This is an optimization exercise on Yosys and OpenROAD, whose aim is small area, a short achievable clock period and few clock cycles per item, not a production implementation.
RTL that was checked went through simulation tests only; none was proved equivalent to the original.
Power is estimated from default activity; no workload was simulated.

==> flow/design.v <==
module non_restoring_div #(parameter N = 16) (
    input  logic clk, rst_n, start,
    input  logic [N-1:0] dividend, divisor,
    output logic [N-1:0] quotient, remainder,
    output logic ready
);
    localparam W = $clog2(N);
    function automatic logic [W:0] blen(input logic [N-1:0] x);
        blen = '0;
        for (int i = 0; i < N; i++)
            if (x[i]) blen = i + 1;
    endfunction
    logic [N-1:0] r, d, q;
    logic [W-1:0] cnt;
    logic         busy;
    logic [W:0]   la, ld;
    logic [W+1:0] s;
    logic         accept;
    logic [N-1:0] dsh;
    logic [N:0]   diff;
    assign la     = blen(dividend);
    assign ld     = blen(divisor);
    assign s      = {1'b0, la} - {1'b0, ld};
    assign accept = start && !busy && divisor != '0;
    assign dsh    = d << cnt;
    assign diff   = {1'b0, r} - {1'b0, dsh};
    always_ff @(posedge clk or negedge rst_n) begin
        if (!rst_n) begin
            busy  <= 1'b0;
            ready <= 1'b0;
        end else if (accept) begin
            busy  <= !s[W+1];
            ready <= s[W+1];
        end else begin
            busy  <= busy && cnt != '0;
            ready <= busy && cnt == '0;
        end
    end
    always_ff @(posedge clk) begin
        if (accept) begin
            r   <= dividend;
            d   <= divisor;
            q   <= '0;
            cnt <= s[W-1:0];
        end else if (busy) begin
            if (!diff[N]) r <= diff[N-1:0];
            q   <= {q[N-2:0], !diff[N]};
            cnt <= cnt - 1'b1;
        end
    end
    assign quotient  = q;
    assign remainder = r;
endmodule
clock: 5.0 ns
lec_check: 0
abc_clock_period_in_ps: 2800
cap_margin: 20
core_margin: 2
core_utilization: 40
setup_slack_margin: 2.2
slew_margin: 20
run.sh (not shown) runs the stock make flow with config.mk's settings and CLKGATE_MAP_FILE= SYNTH_SCRIPT=/design/flow/synth_recipe.tcl, a recipe that flattens the netlist after the stock synthesis.
The first run finished with timing, DRC and antenna clean.
==> next run, changes <==
--- a/flow/design.v
+++ b/flow/design.v
@@ -16,14 +16,12 @@
     logic [W:0]   la, ld;
     logic [W+1:0] s;
     logic         accept;
-    logic [N-1:0] dsh;
     logic [N:0]   diff;
     assign la     = blen(dividend);
     assign ld     = blen(divisor);
     assign s      = {1'b0, la} - {1'b0, ld};
     assign accept = start && !busy && divisor != '0;
-    assign dsh    = d << cnt;
-    assign diff   = {1'b0, r} - {1'b0, dsh};
+    assign diff   = {1'b0, r} - {1'b0, d};
     always_ff @(posedge clk or negedge rst_n) begin
         if (!rst_n) begin
             busy  <= 1'b0;
@@ -39,11 +37,12 @@
     always_ff @(posedge clk) begin
         if (accept) begin
             r   <= dividend;
-            d   <= divisor;
+            d   <= divisor << s[W-1:0];
             q   <= '0;
             cnt <= s[W-1:0];
         end else if (busy) begin
             if (!diff[N]) r <= diff[N-1:0];
+            d   <= d >> 1;
             q   <= {q[N-2:0], !diff[N]};
             cnt <= cnt - 1'b1;
         end
Effect: The new run produced a clean layout; clock skew hardly moves; global-route usage shrinks by 0.84 points; combinational power went down by a quarter to a third; die area rises by a few percent; cell count rose by a little under a tenth; clock power goes down by roughly a tenth; worst setup slack is worse by 0.85 ns; via count increases by a little under a tenth; fmax goes down by about a fifth; power went down by about a fifth.
No functional check of the RTL was part of any run of this note.

* * *

non_restoring_div, a different RTL version from the one above (not shown whole).
Size in the first run: roughly 460 cells after synthesis, about 55 flip-flops, about 68 I/O pins, about 3700 um2 of cells after synthesis.
==> module non_restoring_div, before the edit <==
module non_restoring_div #(parameter N = 16) (
    input  logic clk, rst_n, start,
    input  logic [N-1:0] dividend, divisor,
    output logic [N-1:0] quotient, remainder,
    output logic ready
);
    localparam W = $clog2(N);
    function automatic logic [3:0] lead16(input logic [15:0] x);
        logic [3:0] v;
        logic [1:0] e [4];
        for (int k = 0; k < 4; k++) begin
            v[k] = |x[4*k +: 4];
            e[k] = x[4*k+3] ? 2'd3 : x[4*k+2] ? 2'd2 : x[4*k+1] ? 2'd1 : 2'd0;
        end
        lead16[3] = v[3] | v[2];
        lead16[2] = v[3] | (!v[2] & v[1]);
        lead16[1:0] = v[3] ? e[3] : v[2] ? e[2] : v[1] ? e[1] : e[0];
    endfunction
    function automatic logic [N:0] sub(input logic [N-1:0] x, y, input int M);
        logic [N-1:0] g, p;
        g = ~x & y;
        p = ~(x ^ y);
        for (int l = 0; (2 << l) <= M; l++)
            for (int i = 0; i < M; i++)
                if ((i + 1) % (2 << l) == 0) begin
                    g[i] = g[i] | (p[i] & g[i - (1 << l)]);
                    p[i] = p[i] & p[i - (1 << l)];
                end
        for (int l = $clog2(M) - 2; l >= 0; l--)
            for (int i = 0; i < M; i++)
                if ((i + 1) % (2 << l) == (1 << l) && i >= (2 << l)) begin
                    g[i] = g[i] | (p[i] & g[i - (1 << l)]);
                    p[i] = p[i] & p[i - (1 << l)];
                end
        sub = '0;
        sub[M] = g[M-1];
        sub[N-1:0] = x ^ y ^ {g[N-2:0], 1'b0};
    endfunction
    logic [N-1:0] r, d, q;
    logic [W-1:0] cnt;
    logic         busy, align;
    logic [N:0]   s;
    logic         below, accept, last;
    logic [W-1:0] amt;
    logic [N-1:0] rot;
    logic [N:0]   diff;
    assign s      = sub({{(N-W){1'b0}}, lead16(dividend)},
                        {{(N-W){1'b0}}, lead16(divisor)}, W);
    assign below  = s[W];
    assign accept = start && !busy && divisor != '0;
    assign last   = !align && cnt == '1;
    assign amt    = align ? cnt : '1;
    logic [N-1:0] rot1, rot2, rot4;
    assign rot1 = amt[0] ? {d[N-2:0],    d[N-1]}      : d;
    assign rot2 = amt[1] ? {rot1[N-3:0], rot1[N-1-:2]} : rot1;
    assign rot4 = amt[2] ? {rot2[N-5:0], rot2[N-1-:4]} : rot2;
    assign rot  = amt[3] ? {rot4[N-9:0], rot4[N-1-:8]} : rot4;
    assign diff   = sub(r, d, N);
    always_ff @(posedge clk or negedge rst_n) begin
        if (!rst_n) begin
            busy  <= 1'b0;
            ready <= 1'b0;
        end else if (accept) begin
            busy  <= !below;
            ready <= below;
        end else begin
            busy  <= busy && !last;
            ready <= busy && last;
        end
    end
    always_ff @(posedge clk) begin
        align <= !busy;
        if (!busy) begin
            r   <= dividend;
            d   <= divisor;
            q   <= '0;
            cnt <= s[W-1:0];
        end else begin
            if (!align && !diff[N]) r <= diff[N-1:0];
            d   <= rot;
            q   <= {q[N-2:0], !align && !diff[N]};
            cnt <= cnt - 1'b1;
        end
    end
    assign quotient  = q;
    assign remainder = r;
endmodule
Settings: LEC_CHECK=0, ABC_CLOCK_PERIOD_IN_PS=2500, CAP_MARGIN=20, CORE_MARGIN=2, CORE_UTILIZATION=40, SETUP_SLACK_MARGIN=2.5, SLEW_MARGIN=20; clock period 5.0 ns.
standard.sh (not shown) runs the stock make flow with config.mk's settings and CLKGATE_MAP_FILE= SYNTH_SCRIPT=/design/flow/synth_recipe.tcl, a recipe that flattens the netlist after the stock synthesis.
==> flow/flow/run.sh <==
#!/bin/bash
set -euo pipefail
export BUFFER_PORTS_ARGS="-buffer_cell sky130_fd_sc_hd__buf_2"
bash standard.sh ADDER_MAP_FILE= finish > flow.log 2>&1
Testbench counts at the start, summed over its fixed seeds: cycles 14,556, items 3,200.
Edit:
--- a/flow/design.v
+++ b/flow/design.v
@@ -36,21 +36,25 @@
         sub[M] = g[M-1];
         sub[N-1:0] = x ^ y ^ {g[N-2:0], 1'b0};
     endfunction
     logic [N-1:0] r, d, q;
-    logic [W-1:0] cnt;
+    logic [W-1:0] cnt, pd;
     logic         busy, align;
     logic [N:0]   s;
+    logic [N-1:0] sma;
     logic         below, accept, last;
     logic [W-1:0] amt;
     logic [N-1:0] rot;
     logic [N:0]   diff;
-    assign s      = sub({{(N-W){1'b0}}, lead16(dividend)},
-                        {{(N-W){1'b0}}, lead16(divisor)}, W);
-    assign below  = s[W];
+    always_comb begin
+        sma[N-1] = dividend[N-1];
+        for (int i = N - 2; i >= 0; i--) sma[i] = sma[i+1] | dividend[i];
+    end
+    assign below  = |(divisor & ~sma);
     assign accept = start && !busy && divisor != '0;
-    assign last   = !align && cnt == '1;
-    assign amt    = align ? cnt : '1;
+    assign s      = sub({{(N-W){1'b0}}, cnt}, {{(N-W){1'b0}}, pd}, W);
+    assign last   = !align && cnt == '0;
+    assign amt    = align ? s[W-1:0] : '1;
     logic [N-1:0] rot1, rot2, rot4;
     assign rot1 = amt[0] ? {d[N-2:0],    d[N-1]}      : d;
     assign rot2 = amt[1] ? {rot1[N-3:0], rot1[N-1-:2]} : rot1;
     assign rot4 = amt[2] ? {rot2[N-5:0], rot2[N-1-:4]} : rot2;
@@ -73,14 +77,15 @@
         if (!busy) begin
             r   <= dividend;
             d   <= divisor;
             q   <= '0;
-            cnt <= s[W-1:0];
+            cnt <= lead16(dividend);
+            pd  <= lead16(divisor);
         end else begin
             if (!align && !diff[N]) r <= diff[N-1:0];
             d   <= rot;
             q   <= {q[N-2:0], !align && !diff[N]};
-            cnt <= cnt - 1'b1;
+            cnt <= align ? s[W-1:0] : cnt - 1'b1;
         end
     end
     assign quotient  = q;
     assign remainder = r;
After rerunning: Critical path depth is unchanged. Sequential share of layout area came out lower by 1.4 points. Flip-flop and latch count came out higher by 4. Maximum frequency came out higher by roughly a tenth. Non-clock buffer count came out higher by 9. Clock skew is about the same.
For the second run of this note, only the layout was checked, not whether the RTL still works.

* * *

== east ==
RTL: one of the versions met above, not the one the previous note started from.
Size in the first run: about 59 flip-flops.
==> module non_restoring_div, before the edit <==
module non_restoring_div #(parameter N = 16) (
    input  logic clk, rst_n, start,
    input  logic [N-1:0] dividend, divisor,
    output logic [N-1:0] quotient, remainder,
    output logic ready
);
    localparam W = $clog2(N);
    function automatic logic [3:0] lead16(input logic [15:0] x);
        logic [3:0] v;
        logic [1:0] e [4];
        for (int k = 0; k < 4; k++) begin
            v[k] = |x[4*k +: 4];
            e[k] = x[4*k+3] ? 2'd3 : x[4*k+2] ? 2'd2 : x[4*k+1] ? 2'd1 : 2'd0;
        end
        lead16[3] = v[3] | v[2];
        lead16[2] = v[3] | (!v[2] & v[1]);
        lead16[1:0] = v[3] ? e[3] : v[2] ? e[2] : v[1] ? e[1] : e[0];
    endfunction
    function automatic logic [N:0] sub(input logic [N-1:0] x, y, input int M);
        logic [N-1:0] g, p;
        g = ~x & y;
        p = ~(x ^ y);
        for (int l = 0; (2 << l) <= M; l++)
            for (int i = 0; i < M; i++)
                if ((i + 1) % (2 << l) == 0) begin
                    g[i] = g[i] | (p[i] & g[i - (1 << l)]);
                    p[i] = p[i] & p[i - (1 << l)];
                end
        for (int l = $clog2(M) - 2; l >= 0; l--)
            for (int i = 0; i < M; i++)
                if ((i + 1) % (2 << l) == (1 << l) && i >= (2 << l)) begin
                    g[i] = g[i] | (p[i] & g[i - (1 << l)]);
                    p[i] = p[i] & p[i - (1 << l)];
                end
        sub = '0;
        sub[M] = g[M-1];
        sub[N-1:0] = x ^ y ^ {g[N-2:0], 1'b0};
    endfunction
    logic [N-1:0] r, d, q;
    logic [W-1:0] cnt, pd;
    logic         busy, align;
    logic [N:0]   s;
    logic [N-1:0] sma;
    logic         below, accept, last;
    logic [W-1:0] amt;
    logic [N-1:0] rot;
    logic [N:0]   diff;
    always_comb begin
        sma[N-1] = dividend[N-1];
        for (int i = N - 2; i >= 0; i--) sma[i] = sma[i+1] | dividend[i];
    end
    assign below  = |(divisor & ~sma);
    assign accept = start && !busy && divisor != '0;
    assign s      = sub({{(N-W){1'b0}}, cnt}, {{(N-W){1'b0}}, pd}, W);
    assign last   = !align && cnt == '0;
    assign amt    = align ? s[W-1:0] : '1;
    logic [N-1:0] rot1, rot2, rot4;
    assign rot1 = amt[0] ? {d[N-2:0],    d[N-1]}      : d;
    assign rot2 = amt[1] ? {rot1[N-3:0], rot1[N-1-:2]} : rot1;
    assign rot4 = amt[2] ? {rot2[N-5:0], rot2[N-1-:4]} : rot2;
    assign rot  = amt[3] ? {rot4[N-9:0], rot4[N-1-:8]} : rot4;
    assign diff   = sub(r, d, N);
    always_ff @(posedge clk or negedge rst_n) begin
        if (!rst_n) begin
            busy  <= 1'b0;
            ready <= 1'b0;
        end else if (accept) begin
            busy  <= !below;
            ready <= below;
        end else begin
            busy  <= busy && !last;
            ready <= busy && last;
        end
    end
    always_ff @(posedge clk) begin
        align <= !busy;
        if (!busy) begin
            r   <= dividend;
            d   <= divisor;
            q   <= '0;
            cnt <= lead16(dividend);
            pd  <= lead16(divisor);
        end else begin
            if (!align && !diff[N]) r <= diff[N-1:0];
            d   <= rot;
            q   <= {q[N-2:0], !align && !diff[N]};
            cnt <= align ? s[W-1:0] : cnt - 1'b1;
        end
    end
    assign quotient  = q;
    assign remainder = r;
endmodule
Settings: LEC_CHECK=0, ABC_CLOCK_PERIOD_IN_PS=2500, CAP_MARGIN=20, CORE_MARGIN=2, CORE_UTILIZATION=40, SETUP_SLACK_MARGIN=2.5, SLEW_MARGIN=20; clock period 5.0 ns.
==> flow/flow/run.sh <==
#!/bin/bash
set -euo pipefail
export BUFFER_PORTS_ARGS="-buffer_cell sky130_fd_sc_hd__buf_2"
bash standard.sh > flow.log 2>&1
Changes in west relative to east:
==> flow/design.v <==
module non_restoring_div #(parameter N = 16) (
    input  logic clk, rst_n, start,
    input  logic [N-1:0] dividend, divisor,
    output logic [N-1:0] quotient, remainder,
    output logic ready
);
    localparam W = $clog2(N);
    function automatic logic [3:0] lead16(input logic [15:0] x);
        logic [3:0] v;
        logic [1:0] e [4];
        for (int k = 0; k < 4; k++) begin
            v[k] = |x[4*k +: 4];
            e[k] = x[4*k+3] ? 2'd3 : x[4*k+2] ? 2'd2 : x[4*k+1] ? 2'd1 : 2'd0;
        end
        lead16[3] = v[3] | v[2];
        lead16[2] = v[3] | (!v[2] & v[1]);
        lead16[1:0] = v[3] ? e[3] : v[2] ? e[2] : v[1] ? e[1] : e[0];
    endfunction
    function automatic logic [N:0] sub(input logic [N-1:0] x, y, input int M);
        logic [N-1:0] g, p;
        g = ~x & y;
        p = ~(x ^ y);
        for (int l = 0; (2 << l) <= M; l++)
            for (int i = 0; i < M; i++)
                if ((i + 1) % (2 << l) == 0) begin
                    g[i] = g[i] | (p[i] & g[i - (1 << l)]);
                    p[i] = p[i] & p[i - (1 << l)];
                end
        for (int l = $clog2(M) - 2; l >= 0; l--)
            for (int i = 0; i < M; i++)
                if ((i + 1) % (2 << l) == (1 << l) && i >= (2 << l)) begin
                    g[i] = g[i] | (p[i] & g[i - (1 << l)]);
                    p[i] = p[i] & p[i - (1 << l)];
                end
        sub = '0;
        sub[M] = g[M-1];
        sub[N-1:0] = x ^ y ^ {g[N-2:0], 1'b0};
    endfunction
    logic [N-1:0] r, d, q;
    logic [W-1:0] cnt;
    logic         busy, align;
    logic [N:0]   s;
    logic         below, accept, last;
    logic [W-1:0] amt;
    logic [N-1:0] rot;
    logic [N:0]   diff;
    assign s      = sub({{(N-W){1'b0}}, lead16(dividend)},
                        {{(N-W){1'b0}}, lead16(divisor)}, W);
    assign below  = s[W];
    assign accept = start && !busy && divisor != '0;
    assign last   = !align && cnt == '1;
    assign amt    = align ? cnt : '1;
    logic [N-1:0] rot1, rot2, rot4;
    assign rot1 = amt[0] ? {d[N-2:0],    d[N-1]}      : d;
    assign rot2 = amt[1] ? {rot1[N-3:0], rot1[N-1-:2]} : rot1;
    assign rot4 = amt[2] ? {rot2[N-5:0], rot2[N-1-:4]} : rot2;
    assign rot  = amt[3] ? {rot4[N-9:0], rot4[N-1-:8]} : rot4;
    assign diff   = sub(r, d, N);
    always_ff @(posedge clk or negedge rst_n) begin
        if (!rst_n) begin
            busy  <= 1'b0;
            ready <= 1'b0;
        end else if (accept) begin
            busy  <= !below;
            ready <= below;
        end else begin
            busy  <= busy && !last;
            ready <= busy && last;
        end
    end
    always_ff @(posedge clk) begin
        align <= !busy;
        if (!busy) begin
            r   <= dividend;
            d   <= divisor;
            q   <= '0;
            cnt <= s[W-1:0];
        end else begin
            if (!align && !diff[N]) r <= diff[N-1:0];
            d   <= rot;
            q   <= {q[N-2:0], !align && !diff[N]};
            cnt <= cnt - 1'b1;
        end
    end
    assign quotient  = q;
    assign remainder = r;
endmodule
==> comparison <==
In the reports for east and west, the smaller number of flip-flops and latches in the synthesized netlist belongs to west. Diff east -> west: core utilization went down; xor and xnor area share after synthesis did not really move. Between east and west, the starting utilization of the core area does not differ in any meaningful way. Going from east to west, number of non-filler instances in the completed layout fell by about 7%, final design instance area without fill shrank by 15%. From east to west the numbers moved as follows: area of the core region now smaller; die area now smaller. Diff east -> west | wire length on met3 | down by more than a quarter. Cmp west vs east: maximum single-stage delay on the critical path higher in west. Comparing wire length of the first global-routing pass for east and west, the smaller number came from west.
Testbench counts of west, summed over its fixed seeds: cycles 14,556, items 3,200.
No functional check of the RTL was part of east.

[separate check: timing with driven ports]
Ports are ideal in the flow. The routed layouts listed here were re-timed in OpenROAD. Step 1 assumes that a clkbuf_16 drives the clock port and a buf_2 every other input. Step 2 adds t to the input delays and takes it off the output delays; t is the mean of the earliest and latest rising clock arrival at the registers after step 1. Input paths then give back, and output paths get back, about the clock's delay inside the block. a / b / c = ideal ports / drivers / drivers and shift; a / b = the first two.
run	t (ns)	slack for setup (ns)	worst setup path after step 2
the first run of note 1	0.344	2.020 / 2.020 / 1.809	input to register
the second run of note 1	0.347	1.166 / 1.156 / 0.809	input to register
the first run of note 2	0.355	2.213 / 2.210 / 1.855	input to register
the second run of note 2	0.384	2.509 / 2.509 / 2.296	input to register
east	0.396	2.236 / 2.236 / 2.236	register to register
west	0.345	2.048 / 2.040 / 1.695	input to register
After both steps every run listed still meets setup and hold. For the first run of note 2, which loses most, drivers alone change the setup slack by -0.003 ns; drivers and shift together by -0.358 ns.
